Source: an optimization exercise on an open RTL-to-GDS flow (aim: small area). Production flows keep margins and buffers that such runs may drop.
Where RTL was checked, it was by simulation tests only, not by an equivalence proof against the original.
No functional check of the RTL was part of run 1.

==> flow/design.v, too long to show whole: its modules and the start of the top module <==
// module lif_neuron: 132 lines
// module lif_leak: 832 lines
// module lif_fa: 10 lines
// module lif_ao22: 9 lines
// module lif_aoi22: 9 lines
// module lif_aoi221: 10 lines
// module lif_aoi222: 11 lines
// module lif_aoi21: 8 lines
// module lif_nor2: 7 lines
// module lif_ha: 9 lines
// module lif_benc: 10 lines
// module lif_benc0: 9 lines
// module lif_benc7: 9 lines
// module lif_xor2: 7 lines
// module lif_xnor2: 7 lines
// module lif_or2: 7 lines
// module lif_inv: 6 lines
module lif_neuron (
    input  wire        clk,
    input  wire        rst,
    input  wire [15:0] threshold,
    input  wire [15:0] leak_rate,
    input  wire [7:0]  refractory,
    input  wire        leaky_enable,
    input  wire        reset_on_spike,
    input  wire [15:0] input_neuron_id,
    input  wire [7:0]  synapse_weight,
    input  wire        spike_in_valid,
    output wire        spike_in_ready,
    output reg  [15:0] output_neuron_id,
    output reg         spike_out_valid,
    input  wire        spike_out_ready,
    input  wire [15:0] neuron_id,
    output reg  [15:0] membrane_potential,
    output wire        in_refractory,
    output reg  [7:0]  refract_counter
);
  // ...
==> flow/flow/run.sh <==
#!/bin/bash
# Standard ORFS layout (the standard.sh: standard synthesis, floorplan,
# placement, CTS, routing) with these changes:
# - after floorplan, flow/downsize.tcl sets combinational cells that synthesis
#   upsized back to drive strength 1 (repair steps size up what needs it);
# - the buffers that buffer_ports puts on every input and output port are the
#   smallest plain buffer (sky130_fd_sc_hd__buf_1) instead of the cell the
#   resizer picks by default;
# - clock tree synthesis uses clkbuf_8 buffers and no dummy loads;
# - synthesis (ABC) buffers are removed at floorplan (REMOVE_ABC_BUFFERS);
# make's whole output goes to make_finish.log; each ORFS step keeps its own
# log under orfs/logs/.
set -euo pipefail
cd "$(dirname "$0")/.."
bash standard.sh \
  "POST_FLOORPLAN_TCL=$PWD/flow/downsize.tcl" \
  "BUFFER_PORTS_ARGS=-buffer_cell sky130_fd_sc_hd__buf_1" \
  "CTS_ARGS=-sink_clustering_enable -repair_clock_nets -dont_use_dummy_load -buf_list sky130_fd_sc_hd__clkbuf_8" \
  "REMOVE_ABC_BUFFERS=1" \
  finish > make_finish.log 2>&1
==> flow/flow/downsize.tcl <==
# Sourced by ORFS at the end of floorplan (POST_FLOORPLAN_TCL).  Synthesis
# (ABC) maps small helper modules on their own and often picks a larger drive
# strength than the layout needs; set every combinational cell that has a
# size-1 variant of the same function back to size 1.  The later repair steps
# (repair_design, repair_timing) size cells up again where timing, slew or
# capacitance need it.  Flip-flops and clock cells are left alone.
set db [ord::get_db]
set block [ord::get_db_block]
set swapped 0
foreach inst [$block getInsts] {
  set master [$inst getMaster]
  set name [$master getName]
  if {![regexp {^(sky130_fd_sc_hd__[a-z0-9]+)_([0-9]+)$} $name -> base size]} { continue }
  if {$size <= 1} { continue }
  if {[regexp {__(df|sdf|edf|dl|clk|dly|conb|tap|fill|decap|diode)} $base]} { continue }
  set small [$db findMaster ${base}_1]
  if {$small eq "NULL" || $small eq ""} { continue }
  if {[$small getWidth] >= [$master getWidth]} { continue }
  $inst swapMaster $small
  incr swapped
}
puts "downsize.tcl: $swapped cells set to drive strength 1"
==> flow/standard.sh <==
#!/bin/bash
# synth_recipe.tcl (not shown) runs the flow's synth.tcl, then flattens the netlist and writes it again
# the make line also repeats each setting of config.mk as NAME=value (left out here)
make -C /OpenROAD-flow-scripts/flow DESIGN_CONFIG=/design/flow/config.mk WORK_HOME=/design/flow/orfs CLKGATE_MAP_FILE= SYNTH_SCRIPT=/design/flow/synth_recipe.tcl "${@:-finish}"
==> flow/config.mk <==
export PLATFORM = sky130hd
export DESIGN_NAME = lif_neuron
export DESIGN_NICKNAME = lif_neuron
export VERILOG_FILES = /design/flow/design.v
export SDC_FILE = /design/flow/constraint.sdc
export NUM_CORES = 4
export LEC_CHECK = 0
export CAP_MARGIN = 0
export CORE_MARGIN = 2
export CORE_UTILIZATION = 40
export GPL_TIMING_DRIVEN = 0
export SLEW_MARGIN = 0
export SYNTH_HIERARCHICAL = 1
export SYNTH_MINIMUM_KEEP_SIZE = 0
==> flow/constraint.sdc <==
create_clock -name core_clock -period 14.0 [get_ports {clk}]
set_input_delay 2.8000 -clock core_clock [delete_from_list [all_inputs] [get_ports {clk}]]
set_output_delay 2.8000 -clock core_clock [all_outputs]
set_load 0.01 [all_outputs]
==> flow_metrics.env, run 1 <==
export IMPL_status="finished with violations"
export IMPL_failed_checks="max-capacitance violations, max-slew violations"
export IMPL_crit_reg_reg_startpoint="membrane_potential[3]"
export IMPL_drtPass1Iterations=6
export IMPL_synth_avg_cell_area_um2=11.2
export IMPL_numSequentialCells=43
export IMPL_flow_area_growth_from_synthesis_pct=1.28
export IMPL_count_of_standard_cell_rows=51
export IMPL_post_cts_resized_instances=0
export IMPL_met2_length_um=10800
export IMPL_crit_top_cell="sky130_fd_sc_hd__fa_1"
export IMPL_netlist_instances=714
export IMPL_h_tree_depth=2
export IMPL_worstPathBufferInverterCount=1
export IMPL_final_setup_violation_count=0
export IMPL_start_util=0.410
export IMPL_dominant_cells="multi-input gates"
export IMPL_grtUsageMet1=0.271
export IMPL_reg_largest_list="membrane_potential x16, output_neuron_id x16, refract_counter x8"
export IMPL_place_area_mm2=0.00802
export IMPL_floorplan_die_area_mm2=0.0211
export IMPL_setup_repair_after_global_routing_missed_its_margin="no"
export IMPL_boundaryPins=129
export IMPL_detailroute_wirelength_met3_um=951
export IMPL_layout_commonest_cell="sky130_fd_sc_hd__a22oi_1"
export IMPL_postCtsSetupRepairBufs=0
export IMPL_timing_critical_path_from="leak_rate[9]"
export IMPL_final_layout_size_suffix_gt1_frac=0.0192
export IMPL_final_design_area_no_fill_mm2=0.00810
export IMPL_relSlewSlack=-0.0209
export IMPL_count_of_hold_fix_buffers_inserted_at_cts=0
export IMPL_synth_compound_area_share=0.310
export IMPL_final_max_slew_viol_count=17
export IMPL_hold_path_class="register to register"
export IMPL_met1_length_um=9210
export IMPL_floorplan_die_width_um=145
export IMPL_drv_max_cap_violation_count=1
export IMPL_setup_tns_ps=0
export IMPL_grt_pass1_wl_um=34600
export IMPL_n_tap_cell=265
export IMPL_timing_clock_skew_ps=11.5
==> run 2, diff against run 1 <==
--- a/flow/design.v
+++ b/flow/design.v
@@ -671,301 +671,287 @@
     wire bs_7_13;
     lif_aoi22 u_bs_7_13 (.a(b1_7_0), .b(l[13]), .c(b2_7_0), .d(l[12]), .y(bs_7_13));
     wire bs_7_14;
     lif_aoi22 u_bs_7_14 (.a(b1_7_0), .b(l[14]), .c(b2_7_0), .d(l[13]), .y(bs_7_14));
     wire bs_7_15;
     lif_aoi22 u_bs_7_15 (.a(b1_7_0), .b(l[15]), .c(b2_7_0), .d(l[14]), .y(bs_7_15));
     wire bs_7_16 = ~(b2_7_0 & l[15]);
     wire fs1, fc2;
-    lif_inv u_fs1 (.a(m[1]), .y(fs1));
-    assign fc2 = m[1];
+    lif_inv u_fs1 (.a(m[2]), .y(fs1));
+    assign fc2 = m[2];
     wire fs3, fc4;
-    lif_inv u_fs3 (.a(m[2]), .y(fs3));
-    assign fc4 = m[2];
+    lif_xnor2 u_fs3 (.a(bn_5_0), .b(bp_0_10), .y(fs3));
+    lif_or2 u_fc4 (.a(bn_5_0), .b(bp_0_10), .y(fc4));
     wire fs5, fc6;
-    lif_xnor2 u_fs5 (.a(bn_5_0), .b(bp_0_10), .y(fs5));
-    lif_or2 u_fc6 (.a(bn_5_0), .b(bp_0_10), .y(fc6));
+    lif_xnor2 u_fs5 (.a(bp_0_11), .b(bp_1_9), .y(fs5));
+    lif_or2 u_fc6 (.a(bp_0_11), .b(bp_1_9), .y(fc6));
     wire fs7, fc8;
-    lif_xnor2 u_fs7 (.a(bp_0_11), .b(bp_1_9), .y(fs7));
-    lif_or2 u_fc8 (.a(bp_0_11), .b(bp_1_9), .y(fc8));
+    lif_fa u_fs7 (.a(bn_6_0), .b(bp_0_12), .c(bp_1_10), .s(fs7), .co(fc8));
     wire fs9, fc10;
-    lif_fa u_fs9 (.a(bn_6_0), .b(bp_0_12), .c(bp_1_10), .s(fs9), .co(fc10));
+    lif_xnor2 u_fs9 (.a(bp_2_8), .b(bp_3_6), .y(fs9));
+    lif_or2 u_fc10 (.a(bp_2_8), .b(bp_3_6), .y(fc10));
     wire fs11, fc12;
-    lif_xnor2 u_fs11 (.a(bp_2_8), .b(bp_3_6), .y(fs11));
-    lif_or2 u_fc12 (.a(bp_2_8), .b(bp_3_6), .y(fc12));
+    lif_fa u_fs11 (.a(bp_0_13), .b(bp_1_11), .c(bp_2_9), .s(fs11), .co(fc12));
     wire fs13, fc14;
-    lif_fa u_fs13 (.a(bp_0_13), .b(bp_1_11), .c(bp_2_9), .s(fs13), .co(fc14));
+    lif_xnor2 u_fs13 (.a(bp_3_7), .b(bp_4_5), .y(fs13));
+    lif_or2 u_fc14 (.a(bp_3_7), .b(bp_4_5), .y(fc14));
     wire fs15, fc16;
-    lif_xnor2 u_fs15 (.a(bp_3_7), .b(bp_4_5), .y(fs15));
-    lif_or2 u_fc16 (.a(bp_3_7), .b(bp_4_5), .y(fc16));
+    lif_fa u_fs15 (.a(bs_7_0), .b(bp_0_14), .c(bp_1_12), .s(fs15), .co(fc16));
     wire fs17, fc18;
-    lif_fa u_fs17 (.a(bs_7_0), .b(bp_0_14), .c(bp_1_12), .s(fs17), .co(fc18));
+    lif_fa u_fs17 (.a(bp_2_10), .b(bp_3_8), .c(bp_4_6), .s(fs17), .co(fc18));
     wire fs19, fc20;
-    lif_fa u_fs19 (.a(bp_2_10), .b(bp_3_8), .c(bp_4_6), .s(fs19), .co(fc20));
+    lif_fa u_fs19 (.a(bs_7_1), .b(bp_0_15), .c(bp_1_13), .s(fs19), .co(fc20));
     wire fs21, fc22;
-    lif_fa u_fs21 (.a(bs_7_1), .b(bp_0_15), .c(bp_1_13), .s(fs21), .co(fc22));
+    lif_fa u_fs21 (.a(bp_2_11), .b(bp_3_9), .c(bp_4_7), .s(fs21), .co(fc22));
     wire fs23, fc24;
-    lif_fa u_fs23 (.a(bp_2_11), .b(bp_3_9), .c(bp_4_7), .s(fs23), .co(fc24));
+    lif_fa u_fs23 (.a(m[0]), .b(bs_7_2), .c(bp_0_16), .s(fs23), .co(fc24));
     wire fs25, fc26;
-    lif_fa u_fs25 (.a(m[0]), .b(bs_7_2), .c(bp_0_16), .s(fs25), .co(fc26));
+    lif_fa u_fs25 (.a(bp_1_14), .b(bp_2_12), .c(bp_3_10), .s(fs25), .co(fc26));
     wire fs27, fc28;
-    lif_fa u_fs27 (.a(bp_1_14), .b(bp_2_12), .c(bp_3_10), .s(fs27), .co(fc28));
+    lif_xnor2 u_fs27 (.a(bp_4_8), .b(bp_5_6), .y(fs27));
+    lif_or2 u_fc28 (.a(bp_4_8), .b(bp_5_6), .y(fc28));
     wire fs29, fc30;
-    lif_xnor2 u_fs29 (.a(bp_4_8), .b(bp_5_6), .y(fs29));
-    lif_or2 u_fc30 (.a(bp_4_8), .b(bp_5_6), .y(fc30));
+    lif_ha u_fs29 (.a(bs_7_3), .b(bp_1_15), .s(fs29), .co(fc30));
     wire fs31, fc32;
-    lif_fa u_fs31 (.a(m[1]), .b(bs_7_3), .c(fs1), .s(fs31), .co(fc32));
+    lif_fa u_fs31 (.a(bp_2_13), .b(bp_3_11), .c(bp_4_9), .s(fs31), .co(fc32));
     wire fs33, fc34;
-    lif_fa u_fs33 (.a(bp_1_15), .b(bp_2_13), .c(bp_3_11), .s(fs33), .co(fc34));
+    lif_xnor2 u_fs33 (.a(bp_5_7), .b(bp_6_5), .y(fs33));
+    lif_or2 u_fc34 (.a(bp_5_7), .b(bp_6_5), .y(fc34));
     wire fs35, fc36;
-    lif_fa u_fs35 (.a(bp_4_9), .b(bp_5_7), .c(bp_6_5), .s(fs35), .co(fc36));
+    lif_fa u_fs35 (.a(m[1]), .b(bs_7_4), .c(fs1), .s(fs35), .co(fc36));
     wire fs37, fc38;
-    lif_fa u_fs37 (.a(fc2), .b(bs_7_4), .c(fs3), .s(fs37), .co(fc38));
+    lif_fa u_fs37 (.a(bp_1_16), .b(bp_2_14), .c(bp_3_12), .s(fs37), .co(fc38));
     wire fs39, fc40;
-    lif_fa u_fs39 (.a(bp_1_16), .b(bp_2_14), .c(bp_3_12), .s(fs39), .co(fc40));
+    lif_fa u_fs39 (.a(bp_4_10), .b(bp_5_8), .c(bp_6_6), .s(fs39), .co(fc40));
     wire fs41, fc42;
-    lif_fa u_fs41 (.a(bp_4_10), .b(bp_5_8), .c(bp_6_6), .s(fs41), .co(fc42));
+    lif_fa u_fs41 (.a(fc2), .b(bs_7_5), .c(bp_2_15), .s(fs41), .co(fc42));
     wire fs43, fc44;
-    lif_fa u_fs43 (.a(m[3]), .b(m[3]), .c(fc4), .s(fs43), .co(fc44));
+    lif_fa u_fs43 (.a(bp_3_13), .b(bp_4_11), .c(bp_5_9), .s(fs43), .co(fc44));
     wire fs45, fc46;
-    lif_fa u_fs45 (.a(bs_7_5), .b(bp_2_15), .c(bp_3_13), .s(fs45), .co(fc46));
+    lif_ha u_fs45 (.a(m[4]), .b(m[3]), .s(fs45), .co(fc46));
     wire fs47, fc48;
-    lif_fa u_fs47 (.a(bp_4_11), .b(bp_5_9), .c(bp_6_7), .s(fs47), .co(fc48));
+    lif_fa u_fs47 (.a(bs_7_6), .b(bp_2_16), .c(bp_3_14), .s(fs47), .co(fc48));
     wire fs49, fc50;
-    lif_ha u_fs49 (.a(m[4]), .b(bs_7_6), .s(fs49), .co(fc50));
+    lif_xnor2 u_fs49 (.a(bp_4_12), .b(bp_5_10), .y(fs49));
+    lif_or2 u_fc50 (.a(bp_4_12), .b(bp_5_10), .y(fc50));
     wire fs51, fc52;
-    lif_fa u_fs51 (.a(bp_2_16), .b(bp_3_14), .c(bp_4_12), .s(fs51), .co(fc52));
+    lif_fa u_fs51 (.a(bs_7_7), .b(bp_3_15), .c(bp_4_13), .s(fs51), .co(fc52));
     wire fs53, fc54;
-    lif_xnor2 u_fs53 (.a(bp_5_10), .b(bp_6_8), .y(fs53));
-    lif_or2 u_fc54 (.a(bp_5_10), .b(bp_6_8), .y(fc54));
+    lif_ha u_fs53 (.a(m[6]), .b(m[5]), .s(fs53), .co(fc54));
     wire fs55, fc56;
-    lif_fa u_fs55 (.a(m[5]), .b(m[5]), .c(bs_7_7), .s(fs55), .co(fc56));
+    lif_xnor2 u_fs55 (.a(bs_7_8), .b(bp_3_16), .y(fs55));
+    lif_or2 u_fc56 (.a(bs_7_8), .b(bp_3_16), .y(fc56));
     wire fs57, fc58;
-    lif_fa u_fs57 (.a(bp_3_15), .b(bp_4_13), .c(bp_5_11), .s(fs57), .co(fc58));
+    lif_inv u_fs57 (.a(m[8]), .y(fs57));
+    assign fc58 = m[8];
     wire fs59, fc60;
-    lif_ha u_fs59 (.a(m[6]), .b(bs_7_8), .s(fs59), .co(fc60));
+    lif_xnor2 u_fs59 (.a(bn_3_0), .b(bp_0_6), .y(fs59));
+    lif_or2 u_fc60 (.a(bn_3_0), .b(bp_0_6), .y(fc60));
     wire fs61, fc62;
-    lif_xnor2 u_fs61 (.a(bp_3_16), .b(bp_4_14), .y(fs61));
-    lif_or2 u_fc62 (.a(bp_3_16), .b(bp_4_14), .y(fc62));
+    lif_xnor2 u_fs61 (.a(bp_0_7), .b(bp_1_5), .y(fs61));
+    lif_or2 u_fc62 (.a(bp_0_7), .b(bp_1_5), .y(fc62));
     wire fs63, fc64;
-    lif_fa u_fs63 (.a(m[7]), .b(m[7]), .c(bs_7_9), .s(fs63), .co(fc64));
+    lif_fa u_fs63 (.a(bn_4_0), .b(bp_0_8), .c(bp_1_6), .s(fs63), .co(fc64));
     wire fs65, fc66;
-    lif_inv u_fs65 (.a(m[8]), .y(fs65));
-    assign fc66 = m[8];
+    lif_xnor2 u_fs65 (.a(bp_2_4), .b(bp_3_2), .y(fs65));
+    lif_or2 u_fc66 (.a(bp_2_4), .b(bp_3_2), .y(fc66));
     wire fs67, fc68;
-    lif_xnor2 u_fs67 (.a(bn_3_0), .b(bp_0_6), .y(fs67));
-    lif_or2 u_fc68 (.a(bn_3_0), .b(bp_0_6), .y(fc68));
+    lif_fa u_fs67 (.a(bp_0_9), .b(bp_1_7), .c(bp_2_5), .s(fs67), .co(fc68));
     wire fs69, fc70;
-    lif_xnor2 u_fs69 (.a(bp_0_7), .b(bp_1_5), .y(fs69));
-    lif_or2 u_fc70 (.a(bp_0_7), .b(bp_1_5), .y(fc70));
+    lif_xnor2 u_fs69 (.a(bp_3_3), .b(bp_4_1), .y(fs69));
+    lif_or2 u_fc70 (.a(bp_3_3), .b(bp_4_1), .y(fc70));
     wire fs71, fc72;
-    lif_fa u_fs71 (.a(bn_4_0), .b(bp_0_8), .c(bp_1_6), .s(fs71), .co(fc72));
+    lif_fa u_fs71 (.a(bp_1_8), .b(bp_2_6), .c(bp_3_4), .s(fs71), .co(fc72));
     wire fs73, fc74;
-    lif_xnor2 u_fs73 (.a(bp_2_4), .b(bp_3_2), .y(fs73));
-    lif_or2 u_fc74 (.a(bp_2_4), .b(bp_3_2), .y(fc74));
+    lif_fa u_fs73 (.a(bp_4_2), .b(bp_5_0), .c(fs3), .s(fs73), .co(fc74));
     wire fs75, fc76;
-    lif_fa u_fs75 (.a(bp_0_9), .b(bp_1_7), .c(bp_2_5), .s(fs75), .co(fc76));
+    lif_fa u_fs75 (.a(bp_2_7), .b(bp_3_5), .c(bp_4_3), .s(fs75), .co(fc76));
     wire fs77, fc78;
-    lif_xnor2 u_fs77 (.a(bp_3_3), .b(bp_4_1), .y(fs77));
-    lif_or2 u_fc78 (.a(bp_3_3), .b(bp_4_1), .y(fc78));
+    lif_fa u_fs77 (.a(bp_5_1), .b(fs5), .c(fc4), .s(fs77), .co(fc78));
     wire fs79, fc80;
-    lif_fa u_fs79 (.a(bp_1_8), .b(bp_2_6), .c(bp_3_4), .s(fs79), .co(fc80));
+    lif_fa u_fs79 (.a(bp_4_4), .b(bp_5_2), .c(bp_6_0), .s(fs79), .co(fc80));
     wire fs81, fc82;
-    lif_fa u_fs81 (.a(bp_4_2), .b(bp_5_0), .c(fs5), .s(fs81), .co(fc82));
+    lif_fa u_fs81 (.a(fs9), .b(fc6), .c(fs7), .s(fs81), .co(fc82));
     wire fs83, fc84;
-    lif_fa u_fs83 (.a(bp_2_7), .b(bp_3_5), .c(bp_4_3), .s(fs83), .co(fc84));
+    lif_fa u_fs83 (.a(bp_5_3), .b(bp_6_1), .c(fs13), .s(fs83), .co(fc84));
     wire fs85, fc86;
-    lif_fa u_fs85 (.a(bp_5_1), .b(fs7), .c(fc6), .s(fs85), .co(fc86));
+    lif_fa u_fs85 (.a(fc10), .b(fs11), .c(fc8), .s(fs85), .co(fc86));
     wire fs87, fc88;
-    lif_fa u_fs87 (.a(bp_4_4), .b(bp_5_2), .c(bp_6_0), .s(fs87), .co(fc88));
+    lif_fa u_fs87 (.a(bp_5_4), .b(bp_6_2), .c(fc14), .s(fs87), .co(fc88));
     wire fs89, fc90;
-    lif_fa u_fs89 (.a(fs11), .b(fc8), .c(fs9), .s(fs89), .co(fc90));
+    lif_fa u_fs89 (.a(fs15), .b(fs17), .c(fc12), .s(fs89), .co(fc90));
     wire fs91, fc92;
-    lif_fa u_fs91 (.a(bp_5_3), .b(bp_6_1), .c(fs15), .s(fs91), .co(fc92));
+    lif_fa u_fs91 (.a(bp_5_5), .b(bp_6_3), .c(fs19), .s(fs91), .co(fc92));
     wire fs93, fc94;
-    lif_fa u_fs93 (.a(fc12), .b(fs13), .c(fc10), .s(fs93), .co(fc94));
+    lif_fa u_fs93 (.a(fs21), .b(fc16), .c(fc18), .s(fs93), .co(fc94));
     wire fs95, fc96;
-    lif_fa u_fs95 (.a(bp_5_4), .b(bp_6_2), .c(fc16), .s(fs95), .co(fc96));
+    lif_fa u_fs95 (.a(bp_6_4), .b(fs27), .c(fs23), .s(fs95), .co(fc96));
     wire fs97, fc98;
-    lif_fa u_fs97 (.a(fs17), .b(fs19), .c(fc14), .s(fs97), .co(fc98));
+    lif_fa u_fs97 (.a(fs25), .b(fc20), .c(fc22), .s(fs97), .co(fc98));
     wire fs99, fc100;
-    lif_fa u_fs99 (.a(bp_5_5), .b(bp_6_3), .c(fs21), .s(fs99), .co(fc100));
+    lif_fa u_fs99 (.a(fs29), .b(fs33), .c(fc28), .s(fs99), .co(fc100));
     wire fs101, fc102;
-    lif_fa u_fs101 (.a(fs23), .b(fc18), .c(fc20), .s(fs101), .co(fc102));
+    lif_fa u_fs101 (.a(fs31), .b(fc24), .c(fc26), .s(fs101), .co(fc102));
     wire fs103, fc104;
-    lif_fa u_fs103 (.a(bp_6_4), .b(fs29), .c(fs25), .s(fs103), .co(fc104));
+    lif_fa u_fs103 (.a(fs35), .b(fc30), .c(fc34), .s(fs103), .co(fc104));
     wire fs105, fc106;
-    lif_fa u_fs105 (.a(fs27), .b(fc22), .c(fc24), .s(fs105), .co(fc106));
+    lif_fa u_fs105 (.a(fs37), .b(fs39), .c(fc32), .s(fs105), .co(fc106));
     wire fs107, fc108;
-    lif_fa u_fs107 (.a(fs31), .b(fc30), .c(fs33), .s(fs107), .co(fc108));
+    lif_fa u_fs107 (.a(bp_6_7), .b(fc36), .c(fs41), .s(fs107), .co(fc108));
     wire fs109, fc110;
-    lif_fa u_fs109 (.a(fs35), .b(fc26), .c(fc28), .s(fs109), .co(fc110));
+    lif_fa u_fs109 (.a(fs43), .b(fc38), .c(fc40), .s(fs109), .co(fc110));
     wire fs111, fc112;
-    lif_fa u_fs111 (.a(fs37), .b(fc32), .c(fs39), .s(fs111), .co(fc112));
+    lif_fa u_fs111 (.a(fs45), .b(bp_6_8), .c(fs49), .s(fs111), .co(fc112));
     wire fs113, fc114;
-    lif_fa u_fs113 (.a(fs41), .b(fc34), .c(fc36), .s(fs113), .co(fc114));
+    lif_fa u_fs113 (.a(fs47), .b(fc42), .c(fc44), .s(fs113), .co(fc114));
     wire fs115, fc116;
-    lif_fa u_fs115 (.a(fs43), .b(fc38), .c(fs45), .s(fs115), .co(fc116));
+    lif_fa u_fs115 (.a(fc46), .b(bp_5_11), .c(bp_6_9), .s(fs115), .co(fc116));
     wire fs117, fc118;
-    lif_fa u_fs117 (.a(fs47), .b(fc40), .c(fc42), .s(fs117), .co(fc118));
+    lif_fa u_fs117 (.a(fc50), .b(fs51), .c(fc48), .s(fs117), .co(fc118));
     wire fs119, fc120;
-    lif_fa u_fs119 (.a(fs49), .b(fc44), .c(fs53), .s(fs119), .co(fc120));
+    lif_fa u_fs119 (.a(fs53), .b(bp_4_14), .c(bp_5_12), .s(fs119), .co(fc120));
     wire fs121, fc122;
-    lif_fa u_fs121 (.a(fs51), .b(fc46), .c(fc48), .s(fs121), .co(fc122));
+    lif_fa u_fs121 (.a(bp_6_10), .b(fs55), .c(fc52), .s(fs121), .co(fc122));
     wire fs123, fc124;
-    lif_fa u_fs123 (.a(bp_6_9), .b(fc50), .c(fs55), .s(fs123), .co(fc124));
+    lif_fa u_fs123 (.a(bs_7_9), .b(fc54), .c(bp_4_15), .s(fs123), .co(fc124));
     wire fs125, fc126;
-    lif_fa u_fs125 (.a(fc54), .b(fs57), .c(fc52), .s(fs125), .co(fc126));
+    lif_fa u_fs125 (.a(bp_5_13), .b(bp_6_11), .c(fc56), .s(fs125), .co(fc126));
     wire fs127, fc128;
-    lif_fa u_fs127 (.a(bp_5_12), .b(bp_6_10), .c(fs59), .s(fs127), .co(fc128));
+    lif_fa u_fs127 (.a(m[7]), .b(bs_7_10), .c(fs57), .s(fs127), .co(fc128));
     wire fs129, fc130;
-    lif_fa u_fs129 (.a(fs61), .b(fc56), .c(fc58), .s(fs129), .co(fc130));
+    lif_fa u_fs129 (.a(bp_4_16), .b(bp_5_14), .c(bp_6_12), .s(fs129), .co(fc130));
     wire fs131, fc132;
-    lif_fa u_fs131 (.a(bp_4_15), .b(bp_5_13), .c(bp_6_11), .s(fs131), .co(fc132));
+    lif_fa u_fs131 (.a(fc58), .b(bs_7_11), .c(bp_5_15), .s(fs131), .co(fc132));
     wire fs133, fc134;
-    lif_fa u_fs133 (.a(fc60), .b(fs63), .c(fc62), .s(fs133), .co(fc134));
+    lif_ha u_fs133 (.a(m[10]), .b(m[9]), .s(fs133), .co(fc134));
     wire fs135, fc136;
-    lif_fa u_fs135 (.a(bs_7_10), .b(fs65), .c(bp_4_16), .s(fs135), .co(fc136));
+    lif_xnor2 u_fs135 (.a(bs_7_12), .b(bp_5_16), .y(fs135));
+    lif_or2 u_fc136 (.a(bs_7_12), .b(bp_5_16), .y(fc136));
     wire fs137, fc138;
-    lif_fa u_fs137 (.a(bp_5_14), .b(bp_6_12), .c(fc64), .s(fs137), .co(fc138));
+    lif_inv u_fs137 (.a(m[12]), .y(fs137));
+    assign fc138 = m[12];
     wire fs139, fc140;
-    lif_fa u_fs139 (.a(m[9]), .b(m[9]), .c(fc66), .s(fs139), .co(fc140));
+    lif_xnor2 u_fs139 (.a(bn_2_0), .b(bp_0_4), .y(fs139));
+    lif_or2 u_fc140 (.a(bn_2_0), .b(bp_0_4), .y(fc140));
     wire fs141, fc142;
-    lif_fa u_fs141 (.a(bs_7_11), .b(bp_5_15), .c(bp_6_13), .s(fs141), .co(fc142));
+    lif_xnor2 u_fs141 (.a(bp_0_5), .b(bp_1_3), .y(fs141));
+    lif_or2 u_fc142 (.a(bp_0_5), .b(bp_1_3), .y(fc142));
     wire fs143, fc144;
-    lif_ha u_fs143 (.a(m[10]), .b(bs_7_12), .s(fs143), .co(fc144));
+    lif_fa u_fs143 (.a(bp_1_4), .b(bp_2_2), .c(bp_3_0), .s(fs143), .co(fc144));
     wire fs145, fc146;
-    lif_xnor2 u_fs145 (.a(bp_5_16), .b(bp_6_14), .y(fs145));
-    lif_or2 u_fc146 (.a(bp_5_16), .b(bp_6_14), .y(fc146));
+    lif_fa u_fs145 (.a(bp_2_3), .b(bp_3_1), .c(fs61), .s(fs145), .co(fc146));
     wire fs147, fc148;
-    lif_fa u_fs147 (.a(m[11]), .b(m[11]), .c(bs_7_13), .s(fs147), .co(fc148));
+    lif_fa u_fs147 (.a(bp_4_0), .b(fs65), .c(fc62), .s(fs147), .co(fc148));
     wire fs149, fc150;
-    lif_inv u_fs149 (.a(m[12]), .y(fs149));
-    assign fc150 = m[12];
+    lif_fa u_fs149 (.a(fs69), .b(fc66), .c(fs67), .s(fs149), .co(fc150));
     wire fs151, fc152;
-    lif_xnor2 u_fs151 (.a(bn_2_0), .b(bp_0_4), .y(fs151));
-    lif_or2 u_fc152 (.a(bn_2_0), .b(bp_0_4), .y(fc152));
+    lif_fa u_fs151 (.a(fc70), .b(fs71), .c(fc68), .s(fs151), .co(fc152));
     wire fs153, fc154;
-    lif_xnor2 u_fs153 (.a(bp_0_5), .b(bp_1_3), .y(fs153));
-    lif_or2 u_fc154 (.a(bp_0_5), .b(bp_1_3), .y(fc154));
+    lif_fa u_fs153 (.a(fs75), .b(fc72), .c(fs77), .s(fs153), .co(fc154));
     wire fs155, fc156;
-    lif_fa u_fs155 (.a(bp_1_4), .b(bp_2_2), .c(bp_3_0), .s(fs155), .co(fc156));
+    lif_fa u_fs155 (.a(fs79), .b(fc76), .c(fc78), .s(fs155), .co(fc156));
     wire fs157, fc158;
-    lif_fa u_fs157 (.a(bp_2_3), .b(bp_3_1), .c(fs69), .s(fs157), .co(fc158));
+    lif_fa u_fs157 (.a(fc80), .b(fs83), .c(fs85), .s(fs157), .co(fc158));
     wire fs159, fc160;
-    lif_fa u_fs159 (.a(bp_4_0), .b(fs73), .c(fc70), .s(fs159), .co(fc160));
+    lif_fa u_fs159 (.a(fs87), .b(fc84), .c(fs89), .s(fs159), .co(fc160));
     wire fs161, fc162;
-    lif_fa u_fs161 (.a(fs77), .b(fc74), .c(fs75), .s(fs161), .co(fc162));
+    lif_fa u_fs161 (.a(fc88), .b(fs91), .c(fs93), .s(fs161), .co(fc162));
     wire fs163, fc164;
-    lif_fa u_fs163 (.a(fc78), .b(fs79), .c(fc76), .s(fs163), .co(fc164));
+    lif_fa u_fs163 (.a(fs95), .b(fs97), .c(fc92), .s(fs163), .co(fc164));
     wire fs165, fc166;
-    lif_fa u_fs165 (.a(fs83), .b(fc80), .c(fs85), .s(fs165), .co(fc166));
+    lif_fa u_fs165 (.a(fs99), .b(fs101), .c(fc96), .s(fs165), .co(fc166));
     wire fs167, fc168;
-    lif_fa u_fs167 (.a(fs87), .b(fc84), .c(fc86), .s(fs167), .co(fc168));
+    lif_fa u_fs167 (.a(fs103), .b(fc100), .c(fs105), .s(fs167), .co(fc168));
     wire fs169, fc170;
-    lif_fa u_fs169 (.a(fc88), .b(fs91), .c(fs93), .s(fs169), .co(fc170));
+    lif_fa u_fs169 (.a(fc104), .b(fs107), .c(fs109), .s(fs169), .co(fc170));
     wire fs171, fc172;
-    lif_fa u_fs171 (.a(fs95), .b(fc92), .c(fs97), .s(fs171), .co(fc172));
+    lif_fa u_fs171 (.a(fs111), .b(fs113), .c(fc108), .s(fs171), .co(fc172));
     wire fs173, fc174;
-    lif_fa u_fs173 (.a(fc96), .b(fs99), .c(fs101), .s(fs173), .co(fc174));
+    lif_fa u_fs173 (.a(fs115), .b(fc112), .c(fs117), .s(fs173), .co(fc174));
     wire fs175, fc176;
-    lif_fa u_fs175 (.a(fs103), .b(fs105), .c(fc100), .s(fs175), .co(fc176));
+    lif_fa u_fs175 (.a(fs119), .b(fc116), .c(fs121), .s(fs175), .co(fc176));
     wire fs177, fc178;
-    lif_fa u_fs177 (.a(fs107), .b(fs109), .c(fc104), .s(fs177), .co(fc178));
+    lif_fa u_fs177 (.a(fs123), .b(fc120), .c(fs125), .s(fs177), .co(fc178));
     wire fs179, fc180;
-    lif_fa u_fs179 (.a(fs111), .b(fs113), .c(fc108), .s(fs179), .co(fc180));
+    lif_fa u_fs179 (.a(fs127), .b(fs129), .c(fc124), .s(fs179), .co(fc180));
     wire fs181, fc182;
-    lif_fa u_fs181 (.a(fs115), .b(fs117), .c(fc112), .s(fs181), .co(fc182));
+    lif_fa u_fs181 (.a(bp_6_13), .b(fc128), .c(fs131), .s(fs181), .co(fc182));
     wire fs183, fc184;
-    lif_fa u_fs183 (.a(fs119), .b(fs121), .c(fc116), .s(fs183), .co(fc184));
+    lif_fa u_fs183 (.a(fs133), .b(bp_6_14), .c(fs135), .s(fs183), .co(fc184));
     wire fs185, fc186;
-    lif_fa u_fs185 (.a(fs123), .b(fc120), .c(fs125), .s(fs185), .co(fc186));
+    lif_fa u_fs185 (.a(bs_7_13), .b(fc134), .c(bp_6_15), .s(fs185), .co(fc186));
     wire fs187, fc188;
-    lif_fa u_fs187 (.a(fs127), .b(fc124), .c(fs129), .s(fs187), .co(fc188));
+    lif_fa u_fs187 (.a(m[11]), .b(bs_7_14), .c(fs137), .s(fs187), .co(fc188));
     wire fs189, fc190;
-    lif_fa u_fs189 (.a(fs131), .b(fc128), .c(fs133), .s(fs189), .co(fc190));
+    lif_inv u_fs189 (.a(m[14]), .y(fs189));
+    assign fc190 = m[14];
     wire fs191, fc192;
-    lif_fa u_fs191 (.a(fs135), .b(fc132), .c(fs137), .s(fs191), .co(fc192));
+    lif_xnor2 u_fs191 (.a(bn_1_0), .b(bp_0_2), .y(fs191));
+    lif_or2 u_fc192 (.a(bn_1_0), .b(bp_0_2), .y(fc192));
     wire fs193, fc194;
-    lif_fa u_fs193 (.a(fs139), .b(fs141), .c(fc136), .s(fs193), .co(fc194));
+    lif_xnor2 u_fs193 (.a(bp_0_3), .b(bp_1_1), .y(fs193));
+    lif_or2 u_fc194 (.a(bp_0_3), .b(bp_1_1), .y(fc194));
     wire fs195, fc196;
-    lif_fa u_fs195 (.a(fs143), .b(fc140), .c(fs145), .s(fs195), .co(fc196));
+    lif_fa u_fs195 (.a(bp_1_2), .b(bp_2_0), .c(fs139), .s(fs195), .co(fc196));
     wire fs197, fc198;
-    lif_fa u_fs197 (.a(bp_6_15), .b(fc144), .c(fs147), .s(fs197), .co(fc198));
+    lif_fa u_fs197 (.a(bp_2_1), .b(fs141), .c(fc140), .s(fs197), .co(fc198));
     wire fs199, fc200;
-    lif_fa u_fs199 (.a(bs_7_14), .b(fs149), .c(bp_6_16), .s(fs199), .co(fc200));
+    lif_fa u_fs199 (.a(fs59), .b(fc142), .c(fs143), .s(fs199), .co(fc200));
     wire fs201, fc202;
-    lif_fa u_fs201 (.a(m[13]), .b(m[13]), .c(fc150), .s(fs201), .co(fc202));
+    lif_fa u_fs201 (.a(fc60), .b(fc144), .c(fs145), .s(fs201), .co(fc202));
     wire fs203, fc204;
-    lif_inv u_fs203 (.a(m[14]), .y(fs203));
-    assign fc204 = m[14];
+    lif_fa u_fs203 (.a(fs63), .b(fs147), .c(fc146), .s(fs203), .co(fc204));
     wire fs205, fc206;
-    lif_xnor2 u_fs205 (.a(bn_1_0), .b(bp_0_2), .y(fs205));
-    lif_or2 u_fc206 (.a(bn_1_0), .b(bp_0_2), .y(fc206));
+    lif_fa u_fs205 (.a(fc64), .b(fc148), .c(fs149), .s(fs205), .co(fc206));
     wire fs207, fc208;
-    lif_xnor2 u_fs207 (.a(bp_0_3), .b(bp_1_1), .y(fs207));
-    lif_or2 u_fc208 (.a(bp_0_3), .b(bp_1_1), .y(fc208));
+    lif_fa u_fs207 (.a(fs73), .b(fs151), .c(fc150), .s(fs207), .co(fc208));
     wire fs209, fc210;
-    lif_fa u_fs209 (.a(bp_1_2), .b(bp_2_0), .c(fs151), .s(fs209), .co(fc210));
+    lif_fa u_fs209 (.a(fc74), .b(fc152), .c(fs153), .s(fs209), .co(fc210));
     wire fs211, fc212;
-    lif_fa u_fs211 (.a(bp_2_1), .b(fs153), .c(fc152), .s(fs211), .co(fc212));
+    lif_fa u_fs211 (.a(fs81), .b(fs155), .c(fc154), .s(fs211), .co(fc212));
     wire fs213, fc214;
-    lif_fa u_fs213 (.a(fs67), .b(fc154), .c(fs155), .s(fs213), .co(fc214));
+    lif_fa u_fs213 (.a(fc82), .b(fc156), .c(fs157), .s(fs213), .co(fc214));
     wire fs215, fc216;
-    lif_fa u_fs215 (.a(fc68), .b(fc156), .c(fs157), .s(fs215), .co(fc216));
-    wire fs217, fc218;
-    lif_fa u_fs217 (.a(fs71), .b(fs159), .c(fc158), .s(fs217), .co(fc218));
-    wire fs219, fc220;
-    lif_fa u_fs219 (.a(fc72), .b(fc160), .c(fs161), .s(fs219), .co(fc220));
-    wire fs221, fc222;
-    lif_fa u_fs221 (.a(fs81), .b(fs163), .c(fc162), .s(fs221), .co(fc222));
-    wire fs223, fc224;
-    lif_fa u_fs223 (.a(fc82), .b(fc164), .c(fs165), .s(fs223), .co(fc224));
-    wire fs225, fc226;
-    lif_fa u_fs225 (.a(fs89), .b(fs167), .c(fc166), .s(fs225), .co(fc226));
-    wire fs227, fc228;
-    lif_fa u_fs227 (.a(fc90), .b(fc168), .c(fs169), .s(fs227), .co(fc228));
-    wire fs229, fc230;
-    lif_fa u_fs229 (.a(fc94), .b(fs171), .c(fc170), .s(fs229), .co(fc230));
-    wire fs231;
-    lif_fa u_fs231 (.a(fc98), .b(fs173), .c(fc172), .s(fs231), .co(xb[0]));
-    lif_fa u_fs233 (.a(fc102), .b(fs175), .c(fc174), .s(xa[0]), .co(xb[1]));
-    lif_fa u_fs235 (.a(fc106), .b(fs177), .c(fc176), .s(xa[1]), .co(xb[2]));
-    lif_fa u_fs237 (.a(fc110), .b(fs179), .c(fc178), .s(xa[2]), .co(xb[3]));
-    lif_fa u_fs239 (.a(fc114), .b(fs181), .c(fc180), .s(xa[3]), .co(xb[4]));
-    lif_fa u_fs241 (.a(fc118), .b(fs183), .c(fc182), .s(xa[4]), .co(xb[5]));
-    lif_fa u_fs243 (.a(fc122), .b(fs185), .c(fc184), .s(xa[5]), .co(xb[6]));
-    lif_fa u_fs245 (.a(fc126), .b(fs187), .c(fc186), .s(xa[6]), .co(xb[7]));
-    lif_fa u_fs247 (.a(fc130), .b(fs189), .c(fc188), .s(xa[7]), .co(xb[8]));
-    lif_fa u_fs249 (.a(fc134), .b(fs191), .c(fc190), .s(xa[8]), .co(xb[9]));
-    lif_fa u_fs251 (.a(fc138), .b(fs193), .c(fc192), .s(xa[9]), .co(xb[10]));
-    lif_fa u_fs253 (.a(fc142), .b(fs195), .c(fc194), .s(xa[10]), .co(xb[11]));
-    lif_fa u_fs255 (.a(fc146), .b(fs197), .c(fc196), .s(xa[11]), .co(xb[12]));
-    lif_fa u_fs257 (.a(fc148), .b(fs199), .c(fc198), .s(xa[12]), .co(xb[13]));
-    lif_fa u_fs259 (.a(bs_7_15), .b(fs201), .c(fc200), .s(xa[13]), .co(xb[14]));
-    wire fc262;
-    lif_fa u_fs261 (.a(bs_7_16), .b(fs203), .c(fc202), .s(xa[14]), .co(fc262));
-    wire lc263 = (bn_0_0 & bp_0_0) | (bn_0_0 & 1'b1) | (bp_0_0 & 1'b1);
-    wire lc264 = (bp_0_1 & 1'b1) | (bp_0_1 & lc263) | (1'b1 & lc263);
-    wire lc265 = (bp_1_0 & fs205) | (bp_1_0 & lc264) | (fs205 & lc264);
-    wire lc266 = (fs207 & fc206) | (fs207 & lc265) | (fc206 & lc265);
-    wire lc267 = (fs209 & fc208) | (fs209 & lc266) | (fc208 & lc266);
-    wire lc268 = (fs211 & fc210) | (fs211 & lc267) | (fc210 & lc267);
-    wire lc269 = (fs213 & fc212) | (fs213 & lc268) | (fc212 & lc268);
-    wire lc270 = (fs215 & fc214) | (fs215 & lc269) | (fc214 & lc269);
-    wire lc271 = (fs217 & fc216) | (fs217 & lc270) | (fc216 & lc270);
-    wire lc272 = (fs219 & fc218) | (fs219 & lc271) | (fc218 & lc271);
-    wire lc273 = (fs221 & fc220) | (fs221 & lc272) | (fc220 & lc272);
-    wire lc274 = (fs223 & fc222) | (fs223 & lc273) | (fc222 & lc273);
-    wire lc275 = (fs225 & fc224) | (fs225 & lc274) | (fc224 & lc274);
-    wire lc276 = (fs227 & fc226) | (fs227 & lc275) | (fc226 & lc275);
-    wire lc277 = (fs229 & fc228) | (fs229 & lc276) | (fc228 & lc276);
-    wire lc278 = (fs231 & fc230) | (fs231 & lc277) | (fc230 & lc277);
-    assign nc = lc278;
+    lif_fa u_fs215 (.a(fc86), .b(fs159), .c(fc158), .s(fs215), .co(fc216));
+    wire fs217;
+    lif_fa u_fs217 (.a(fc90), .b(fs161), .c(fc160), .s(fs217), .co(xb[0]));
+    lif_fa u_fs219 (.a(fc94), .b(fs163), .c(fc162), .s(xa[0]), .co(xb[1]));
+    lif_fa u_fs221 (.a(fc98), .b(fs165), .c(fc164), .s(xa[1]), .co(xb[2]));
+    lif_fa u_fs223 (.a(fc102), .b(fs167), .c(fc166), .s(xa[2]), .co(xb[3]));
+    lif_fa u_fs225 (.a(fc106), .b(fs169), .c(fc168), .s(xa[3]), .co(xb[4]));
+    lif_fa u_fs227 (.a(fc110), .b(fs171), .c(fc170), .s(xa[4]), .co(xb[5]));
+    lif_fa u_fs229 (.a(fc114), .b(fs173), .c(fc172), .s(xa[5]), .co(xb[6]));
+    lif_fa u_fs231 (.a(fc118), .b(fs175), .c(fc174), .s(xa[6]), .co(xb[7]));
+    lif_fa u_fs233 (.a(fc122), .b(fs177), .c(fc176), .s(xa[7]), .co(xb[8]));
+    lif_fa u_fs235 (.a(fc126), .b(fs179), .c(fc178), .s(xa[8]), .co(xb[9]));
+    lif_fa u_fs237 (.a(fc130), .b(fs181), .c(fc180), .s(xa[9]), .co(xb[10]));
+    lif_fa u_fs239 (.a(fc132), .b(fs183), .c(fc182), .s(xa[10]), .co(xb[11]));
+    lif_fa u_fs241 (.a(fc136), .b(fs185), .c(fc184), .s(xa[11]), .co(xb[12]));
+    lif_fa u_fs243 (.a(bp_6_16), .b(fs187), .c(fc186), .s(xa[12]), .co(xb[13]));
+    lif_fa u_fs245 (.a(fc138), .b(bs_7_15), .c(fc188), .s(xa[13]), .co(xb[14]));
+    wire fc248;
+    lif_fa u_fs247 (.a(m[13]), .b(bs_7_16), .c(fs189), .s(xa[14]), .co(fc248));
+    wire lc249 = (bn_0_0 & bp_0_0) | (bn_0_0 & 1'b1) | (bp_0_0 & 1'b1);
+    wire lc250 = (bp_0_1 & 1'b1) | (bp_0_1 & lc249) | (1'b1 & lc249);
+    wire lc251 = (bp_1_0 & fs191) | (bp_1_0 & lc250) | (fs191 & lc250);
+    wire lc252 = (fs193 & fc192) | (fs193 & lc251) | (fc192 & lc251);
+    wire lc253 = (fs195 & fc194) | (fs195 & lc252) | (fc194 & lc252);
+    wire lc254 = (fs197 & fc196) | (fs197 & lc253) | (fc196 & lc253);
+    wire lc255 = (fs199 & fc198) | (fs199 & lc254) | (fc198 & lc254);
+    wire lc256 = (fs201 & fc200) | (fs201 & lc255) | (fc200 & lc255);
+    wire lc257 = (fs203 & fc202) | (fs203 & lc256) | (fc202 & lc256);
+    wire lc258 = (fs205 & fc204) | (fs205 & lc257) | (fc204 & lc257);
+    wire lc259 = (fs207 & fc206) | (fs207 & lc258) | (fc206 & lc258);
+    wire lc260 = (fs209 & fc208) | (fs209 & lc259) | (fc208 & lc259);
+    wire lc261 = (fs211 & fc210) | (fs211 & lc260) | (fc210 & lc260);
+    wire lc262 = (fs213 & fc212) | (fs213 & lc261) | (fc212 & lc261);
+    wire lc263 = (fs215 & fc214) | (fs215 & lc262) | (fc214 & lc262);
+    wire lc264 = (fs217 & fc216) | (fs217 & lc263) | (fc216 & lc263);
+    assign nc = lc264;
 endmodule
 module lif_fa (
     input  wire a,
     input  wire b,
     input  wire c,
     output wire s,
     output wire co
 );
==> flow/config.mk (replaced) <==
export PLATFORM = sky130hd
export DESIGN_NAME = lif_neuron
export DESIGN_NICKNAME = lif_neuron
export VERILOG_FILES = /design/flow/design.v
export SDC_FILE = /design/flow/constraint.sdc
export NUM_CORES = 4
export LEC_CHECK = 0
export CAP_MARGIN = 10
export CORE_MARGIN = 2
export CORE_UTILIZATION = 40
export GPL_TIMING_DRIVEN = 0
export SLEW_MARGIN = 10
export SYNTH_HIERARCHICAL = 1
export SYNTH_MINIMUM_KEEP_SIZE = 0
==> run 2 against run 1 <==
Net effect: now clean on timing, DRC and antenna; register-to-register slack gained 160 ps; non-clock buffer count shrank 1; global-route usage grew 0.67 points; wire length grew 0.66%; critical path depth is the same; highest routed layer unchanged.
==> flow_metrics.env, run 2 <==
export IMPL_status="finished clean"
export IMPL_numClockSinks=43
export IMPL_clock_tree_from_tritoncts="done"
export IMPL_final_layout_size_suffix_gt1_frac=0.0279
export IMPL_die_height_um=144
export IMPL_grtUsageMet1=0.292
export IMPL_vias_in_the_first_global_route=6265
export IMPL_synth_enable_flop_cells=0
export IMPL_clkLatencyLatePin_ps=290
export IMPL_routedWlPerCell_um=19.7
export IMPL_drtPass1Iterations=5
export IMPL_timing_critical_path_fanout_max=16
export IMPL_reg_largest_list="membrane_potential x16, output_neuron_id x16, refract_counter x8"
export IMPL_setup_tns_ps=0
export IMPL_worstPathBufferInverterCount=1
export IMPL_gp_congestion=0.860
export IMPL_relSlewSlack=0.166
export IMPL_grt_use_met2=0.350
export IMPL_core_area_mm2=0.0194
export IMPL_final_design_area_no_fill_mm2=0.00801
export IMPL_postCtsSetupRepairBufs=0
export IMPL_max_slew_worst_pin_slew_ps=1250
export IMPL_portBuffers=112
export IMPL_arrival_ps=13290
export IMPL_grt_pass1_wl_um=34000
export IMPL_setup_repair_after_global_routing_missed_its_margin="no"
export IMPL_crit_path_top_delay_cell="sky130_fd_sc_hd__buf_1"
export IMPL_worst_setup_path_type="input pin to register"
export IMPL_synth_most_common_cell="sky130_fd_sc_hd__xnor2_1"
export IMPL_layout_commonest_cell="sky130_fd_sc_hd__a22oi_1"
export IMPL_worst_ep_required_ps=14190
export IMPL_syn_area_mm2=0.00786
export IMPL_ys_async_rst_share=0
export IMPL_drt_first_iter_violations=427
export IMPL_drv_max_cap_violation_count=0
export IMPL_cts_clk_slew_worst_paths_ps=80
export IMPL_max_clock_freq_ghz=0.0763
export IMPL_ctsRootBufferMaster="sky130_fd_sc_hd__clkbuf_8"
export IMPL_synth_sequential_area_ratio=0.110
export IMPL_count_of_standard_cell_rows=51
export IMPL_place_detailed_instances=1085
export IMPL_place_area_mm2=0.00793
export IMPL_half_perimeter_wire_length_after_detailed_placement_um=15700
export IMPL_critical_path_top_delay_family="adder cells"
export IMPL_yosys_area_top_type="sky130_fd_sc_hd__fa_1"
export IMPL_synth_commonest_cells="sky130_fd_sc_hd__xnor2_1 (137), sky130_fd_sc_hd__a22oi_2 (136), sky130_fd_sc_hd__fa_1 (115)"
export IMPL_ys_dominant_reg_cell="sky130_fd_sc_hd__dfxtp_1"
export IMPL_antenna_left=0
export IMPL_post_cts_resized_instances=0
export IMPL_count_of_hold_fix_buffers_inserted_at_cts=0
export IMPL_antenna_found_initial=0
export IMPL_layout_cells_most_common_list="sky130_fd_sc_hd__a22oi_1 (138), sky130_fd_sc_hd__xnor2_1 (137), sky130_fd_sc_hd__fa_1 (115)"
export IMPL_synth_avg_cell_area_um2=11.1
export IMPL_detail_route_vias_per_cell=5.67
export IMPL_endpoints_failing_hold=0
export IMPL_nets=1035
export IMPL_cpPeakStageDelay_ps=660
export IMPL_critical_path_endpoint_type="register"
export IMPL_final_setup_violation_count=0
export IMPL_grt_most_used_layer="met2"
export IMPL_fin_crit_sh=0.936
export IMPL_pin_count_of_the_biggest_net_entering_global_routing=32
export IMPL_finalNonFillerCells=1090
export IMPL_drt_drc_violations_left=0
export IMPL_flow_area_growth_from_synthesis_pct=1.85
export IMPL_grt_remaining_overflow=0
export IMPL_netlist_top_cells_area="sky130_fd_sc_hd__fa_1 (29%), sky130_fd_sc_hd__a22oi_2 (22%), sky130_fd_sc_hd__xnor2_1 (15%)"
export IMPL_grt_util_met3=0.0162
export IMPL_floorplan_die_width_um=144
export IMPL_cts_buffers=5
export IMPL_startpoint_type="input pin"
export IMPL_netlist_instances=708
export IMPL_hold_path_class="register to register"
export IMPL_synth_seq_cells=43
export IMPL_synth_distinct_cells=52
export IMPL_period_needed_ps=13100
export IMPL_grt_util_all_layers=0.206
export IMPL_area_share_of_the_leading_cell_type_in_the_synthesized_netlist=0.293
export IMPL_start_util=0.405
export IMPL_final_max_slew_viol_count=0
export IMPL_detail_route_wirelength_um=21500
export IMPL_floorplan_die_area_mm2=0.0208
export IMPL_ys_warn_count=7
export IMPL_dr_total_vias=6182
export IMPL_timing_clock_skew_ps=9.09
export IMPL_boundaryPins=129
export IMPL_h_tree_depth=2
export IMPL_clock_path_buffers=2
export IMPL_finish_utilization=0.413
export IMPL_crit_top_cell="sky130_fd_sc_hd__fa_1"
export IMPL_antenna_cells=0
[run 2: changes by cell type after synthesis]
cell	previous run	this run
sky130_fd_sc_hd__ha_1	6	7
sky130_fd_sc_hd__or2_1	17	18
sky130_fd_sc_hd__xnor2_1	136	137
sky130_fd_sc_hd__inv_1	47	46
sky130_fd_sc_hd__fa_1	123	115
[run 2: Yosys stat by module (local to each module, per instance), a selection]
module	cell area [um^2]	cells	times used	flops+latches
lif_fa	20.0	1	115	0
lif_or2	6.26	1	17	0
lif_aoi21	8.76	1	1	0
lif_aoi22	12.5	1	136	0
lif_benc0	21.3	2	1	0
lif_ha	12.5	1	4	0
lif_neuron	1470	142	1	43
lif_nor2	3.75	1	16	0
lif_benc	31.3	4	6	0
[run 2: layout make-up]
| type | instances | area (um^2) |
|---|---|---|
| well taps | 265 | 332 |
| clock buffers | 5 | 68.8 |
| fillers | 2008 | 11400 |
| inverters | 48 | 180 |
| repair buffers | 115 | 447 |
| flip-flops and latches | 43 | 861 |
| multi-input cells | 614 | 6120 |
[run 2: cell families after synthesis]
family	after synthesis	share of synthesized area
buf+inv	51	0.0248
compound gates	229	0.316
fa+ha+maj	131	0.316
flops	43	0.110
xor+xnor	148	0.165
simple gates	106	0.0688
[run 2: final timing paths]
kind | startpoint | end | slack [ps] | cells past startpoint
worst max-delay path | leak_rate[11] | membrane_potential[15] | 900 | 30
worst min-delay path | output_neuron_id[12] | output_neuron_id[12] | 480 | 1
worst max register to register | membrane_potential[1] | membrane_potential[15] | 2380 | 30
worst min register to register | output_neuron_id[12] | output_neuron_id[12] | 480 | 1
[run 2: metrics by stage]
step	hold slack, ps	setup slack, ps
after floorplan	464	2010
after global placement	451	605
after detailed placement	451	538
after CTS	473	882
after global routing	482	503
final	475	897
[run 2: layer usage]
metal	share of wire	vias to the layer above	routed length, um
li1	-	2821	-
met1	0.43	3093	9270
met2	0.50	246	10700
met3	0.058	22	1260
met4	0.013	0	289
met5	0	-	0
==> run 3, diff against run 2 <==
--- a/flow/config.mk
+++ b/flow/config.mk
@@ -7,3 +7,3 @@
 export LEC_CHECK = 0
-export CAP_MARGIN = 10
+export CAP_MARGIN = 5
 export CORE_MARGIN = 2
@@ -11,3 +11,3 @@
 export GPL_TIMING_DRIVEN = 0
-export SLEW_MARGIN = 10
+export SLEW_MARGIN = 5
 export SYNTH_HIERARCHICAL = 1
==> run 3 against run 2 <==
Net effect: flip-flop and latch count did not move; count of clock-buffer cells in the layout did not move; critical path type unchanged; die area did not move; area after synthesis did not move; setup slack improved by 11 ps; critical endpoint unchanged.
==> flow_metrics.env, run 3 <==
export IMPL_fin_crit_sh=0.935
export IMPL_flow_area_growth_from_synthesis_pct=1.69
export IMPL_place_area_mm2=0.00792
export IMPL_worst_setup_path_type="input pin to register"
export IMPL_final_layout_size_suffix_gt1_frac=0.0242
export IMPL_boundaryPins=129
export IMPL_postCtsSetupRepairBufs=0
export IMPL_netlist_instances=708
export IMPL_worst_ep_required_ps=14190
export IMPL_setup_repair_after_global_routing_missed_its_margin="no"
export IMPL_routedWlPerCell_um=19.8
export IMPL_numClockSinks=43
export IMPL_crit_top_cell="sky130_fd_sc_hd__fa_1"
export IMPL_antenna_found_initial=0
export IMPL_ys_dominant_reg_cell="sky130_fd_sc_hd__dfxtp_1"
export IMPL_final_design_area_no_fill_mm2=0.00799
export IMPL_max_slew_worst_pin_slew_ps=1330
export IMPL_drtPass1Iterations=7
export IMPL_layout_commonest_cell="sky130_fd_sc_hd__a22oi_1"
export IMPL_n_fill_cell=1977
export IMPL_grt_remaining_overflow=0
export IMPL_syn_area_mm2=0.00786
export IMPL_cpPeakStageDelay_ps=670
export IMPL_dp_worst_setup_slack_ps=553
export IMPL_synth_enable_flop_cells=0
export IMPL_timing_critical_path_fanout_max=16
export IMPL_hold_path_class="register to register"
export IMPL_dr_total_vias=6287
export IMPL_area_share_of_the_leading_cell_type_in_the_synthesized_netlist=0.293
export IMPL_vias_in_the_first_global_route=6143
export IMPL_ys_async_rst_share=0
export IMPL_relSlewSlack=0.109
export IMPL_post_cts_resized_instances=0
export IMPL_reg2reg_slack_ps=2260
export IMPL_final_setup_violation_count=0
export IMPL_whs_path_depth=1
export IMPL_cts_clk_slew_worst_paths_ps=80
export IMPL_clock_path_buffers=2
export IMPL_synth_commonest_cells="sky130_fd_sc_hd__xnor2_1 (137), sky130_fd_sc_hd__a22oi_2 (136), sky130_fd_sc_hd__fa_1 (115)"
export IMPL_core_area_mm2=0.0194
export IMPL_worst_slack_ps=908
export IMPL_h_tree_depth=2
export IMPL_highest_layer="met4"
export IMPL_finalHoldWorstSlack_ps=476
export IMPL_detailroute_wirelength_met3_um=1310
export IMPL_die_height_um=144
export IMPL_post_synth_xor_xnor_area=0.165
export IMPL_grt_util_all_layers=0.205
export IMPL_nets=1035
export IMPL_arrival_ps=13290
export IMPL_synth_compound_area_share=0.316
export IMPL_synth_most_common_cell="sky130_fd_sc_hd__xnor2_1"
export IMPL_drv_max_cap_violation_count=0
export IMPL_detail_route_vias_per_cell=5.77
export IMPL_gp_congestion=0.860
export IMPL_layout_cells_most_common_list="sky130_fd_sc_hd__a22oi_1 (138), sky130_fd_sc_hd__xnor2_1 (137), sky130_fd_sc_hd__fa_1 (115)"
export IMPL_drt_drc_violations_left=0
export IMPL_crit_reg2reg_capture="membrane_potential[15]"
export IMPL_start_util=0.405
export IMPL_ctsRootBufferMaster="sky130_fd_sc_hd__clkbuf_8"
export IMPL_post_synth_and_or_nand_nor_area_fraction=0.0688
export IMPL_max_clock_freq_ghz=0.0764
export IMPL_antenna_left=0
export IMPL_floorplan_die_width_um=144
export IMPL_worst_hold_path_endpoint="output_neuron_id[0]"
export IMPL_netlist_top_cells_area="sky130_fd_sc_hd__fa_1 (29%), sky130_fd_sc_hd__a22oi_2 (22%), sky130_fd_sc_hd__xnor2_1 (15%)"
export IMPL_count_of_hold_fix_buffers_inserted_at_cts=0
export IMPL_status="finished clean"
export IMPL_yosys_area_share_adder=0.316
export IMPL_grt_pass1_wl_um=33700
export IMPL_floorplan_die_area_mm2=0.0208
export IMPL_synth_distinct_cells=52
export IMPL_setup_tns_ps=0
export IMPL_yosys_area_top_type="sky130_fd_sc_hd__fa_1"
export IMPL_crit_reg_reg_startpoint="membrane_potential[7]"
export IMPL_post_synthesis_mux_area_share=0
export IMPL_reg_largest_list="membrane_potential x16, output_neuron_id x16, refract_counter x8"
export IMPL_cts_buffers=5
export IMPL_synth_sequential_area_ratio=0.110
export IMPL_synth_avg_cell_area_um2=11.1
export IMPL_ys_warn_count=7
export IMPL_largest_family_of_logic_cells_by_synthesized_area="adder cells"
export IMPL_clkLatencyLatePin_ps=290
export IMPL_period_needed_ps=13090
export IMPL_reg2regPathDepth=31
export IMPL_worst_min_delay_path_startpoint="output_neuron_id[0]"
export IMPL_final_max_slew_viol_count=0
export IMPL_count_of_standard_cell_rows=51
export IMPL_met2_length_um=10600
export IMPL_met1_length_um=9200
export IMPL_synth_seq_cells=43
export IMPL_crit_path_top_delay_cell="sky130_fd_sc_hd__buf_1"
export IMPL_clock_tree_from_tritoncts="done"
export IMPL_portBuffers=112
export IMPL_pin_count_of_the_biggest_net_entering_global_routing=32
export IMPL_critical_path_endpoint_type="register"
export IMPL_antenna_cells=0
export IMPL_half_perimeter_wire_length_after_detailed_placement_um=15700
export IMPL_detail_route_wirelength_um=21600
export IMPL_startpoint_type="input pin"
export IMPL_timing_clock_skew_ps=17.1
export IMPL_drt_first_iter_violations=499
export IMPL_endpoints_failing_hold=0
[run 3: cell count changes in the layout (fill, tap and decap cells not counted)]
| cell | previous run | this run |
|---|---|---|
| sky130_fd_sc_hd__buf_4 | 2 | 1 |
| sky130_fd_sc_hd__buf_6 | 1 | 2 |
| sky130_fd_sc_hd__nor2_1 | 28 | 29 |
| sky130_fd_sc_hd__nor2_2 | 1 | 0 |
| sky130_fd_sc_hd__o22ai_1 | 6 | 7 |
| sky130_fd_sc_hd__o22ai_2 | 6 | 5 |
| sky130_fd_sc_hd__xor2_1 | 6 | 7 |
| sky130_fd_sc_hd__xor2_2 | 5 | 4 |
[run 3: per-module statistics from Yosys, one instance, submodules excluded, a selection]
module	flops+latches	cell area (um^2)	cells
lif_aoi21	0	8.76	1
lif_inv	0	3.75	1
lif_benc	0	31.3	4
lif_leak	0	317	56
lif_xnor2	0	8.76	1
lif_fa	0	20.0	1
lif_aoi222	0	10.0	1
lif_benc0	0	21.3	2
lif_or2	0	6.26	1
lif_benc7	0	12.5	1
lif_aoi22	0	12.5	1
lif_nor2	0	3.75	1
lif_ha	0	12.5	1
lif_neuron	43	1470	142
[run 3: cell families (layout without fill, tap and decap cells)]
family                   Yosys count  after routing
AO/OA/AOI/OAI                    229            229
adder cells (fa/ha/maj)          131            131
buffers and inverters             51            168
XOR/XNOR                         148            148
flip-flops                        43             43
AND/OR/NAND/NOR                  106            106
[run 3: final cells by class]
cell class                 count  area (um^2)  share of cell area
sequential                    43          861               0.108
multi-input combinational    614         6100               0.763
inverter                      48          180              0.0225
tap                          265          332              0.0415
clock buffer                   5         68.8             0.00861
timing repair buffer         115          450              0.0564
[run 3: layer usage]
metal / vias to the layer above / GRT usage
met3: 28 / 0.0156
li1: 2823 / -
met1: 3177 / 0.291
met2: 259 / 0.344
met4: 0 / 0.0480
met5: - / 0
[run 3: worst max-delay path by stage]
stage	depth (start not counted)	slack, ps	endpoint	start
detailed placement	30	550	membrane_potential[15]	leak_rate[11]
finish	30	910	membrane_potential[15]	leak_rate[11]
CTS	30	870	membrane_potential[15]	leak_rate[11]
floorplan	29	2010	membrane_potential[15]	leak_rate[11]
global route	30	490	membrane_potential[15]	leak_rate[13]
global placement	30	610	membrane_potential[15]	leak_rate[7]
[run 3: per-stage QoR]
stage	utilization	std cells
floorplan	-	705
global placement	0.403	1082
detailed placement	0.408	1085
CTS	0.412	1090
global route	0.412	1090
finish	0.412	1090
[run 3: worst max-delay path, delay by kind of cell]
family                   cells  cell delay, ps
adder cells (fa/ha/maj)     20            8620
AO/OA/AOI/OAI                6             830
buffers and inverters        1             670
XOR/XNOR                     1             210
AND/OR/NAND/NOR              2             130

-- afterwards: timing with drivers on the ports --
How much do the figures lean on ideal ports? The routed layouts below were timed once more, with nothing changed but the port constraints. Step 1: set_driving_cell puts a clkbuf_16 on clk and a buf_2 on each other input, an assumption about the parent block. Step 2 also shifts input and output timing later by t, the mid clock arrival at the registers, as if the neighbouring blocks saw the same clock. Three values: ideal, step 1, step 2; two values: the first two.
| run | t (ns) | setup slack, ns | worst register clock-pin slew, ns | pins driven straight from the clock port |
|---|---|---|---|---|
| run 1 | 0.308 | 0.873 / 0.870 / 0.562 | 0.08 / 0.08 | 1 |
| run 2 | 0.310 | 0.897 / 0.895 / 0.585 | 0.08 / 0.08 | 1 |
| run 3 | 0.310 | 0.908 / 0.908 / 0.598 | 0.08 / 0.08 | 1 |
The setup slack of run 2, which loses most, moves by -0.002 ns with the drivers and by -0.312 ns with both steps.
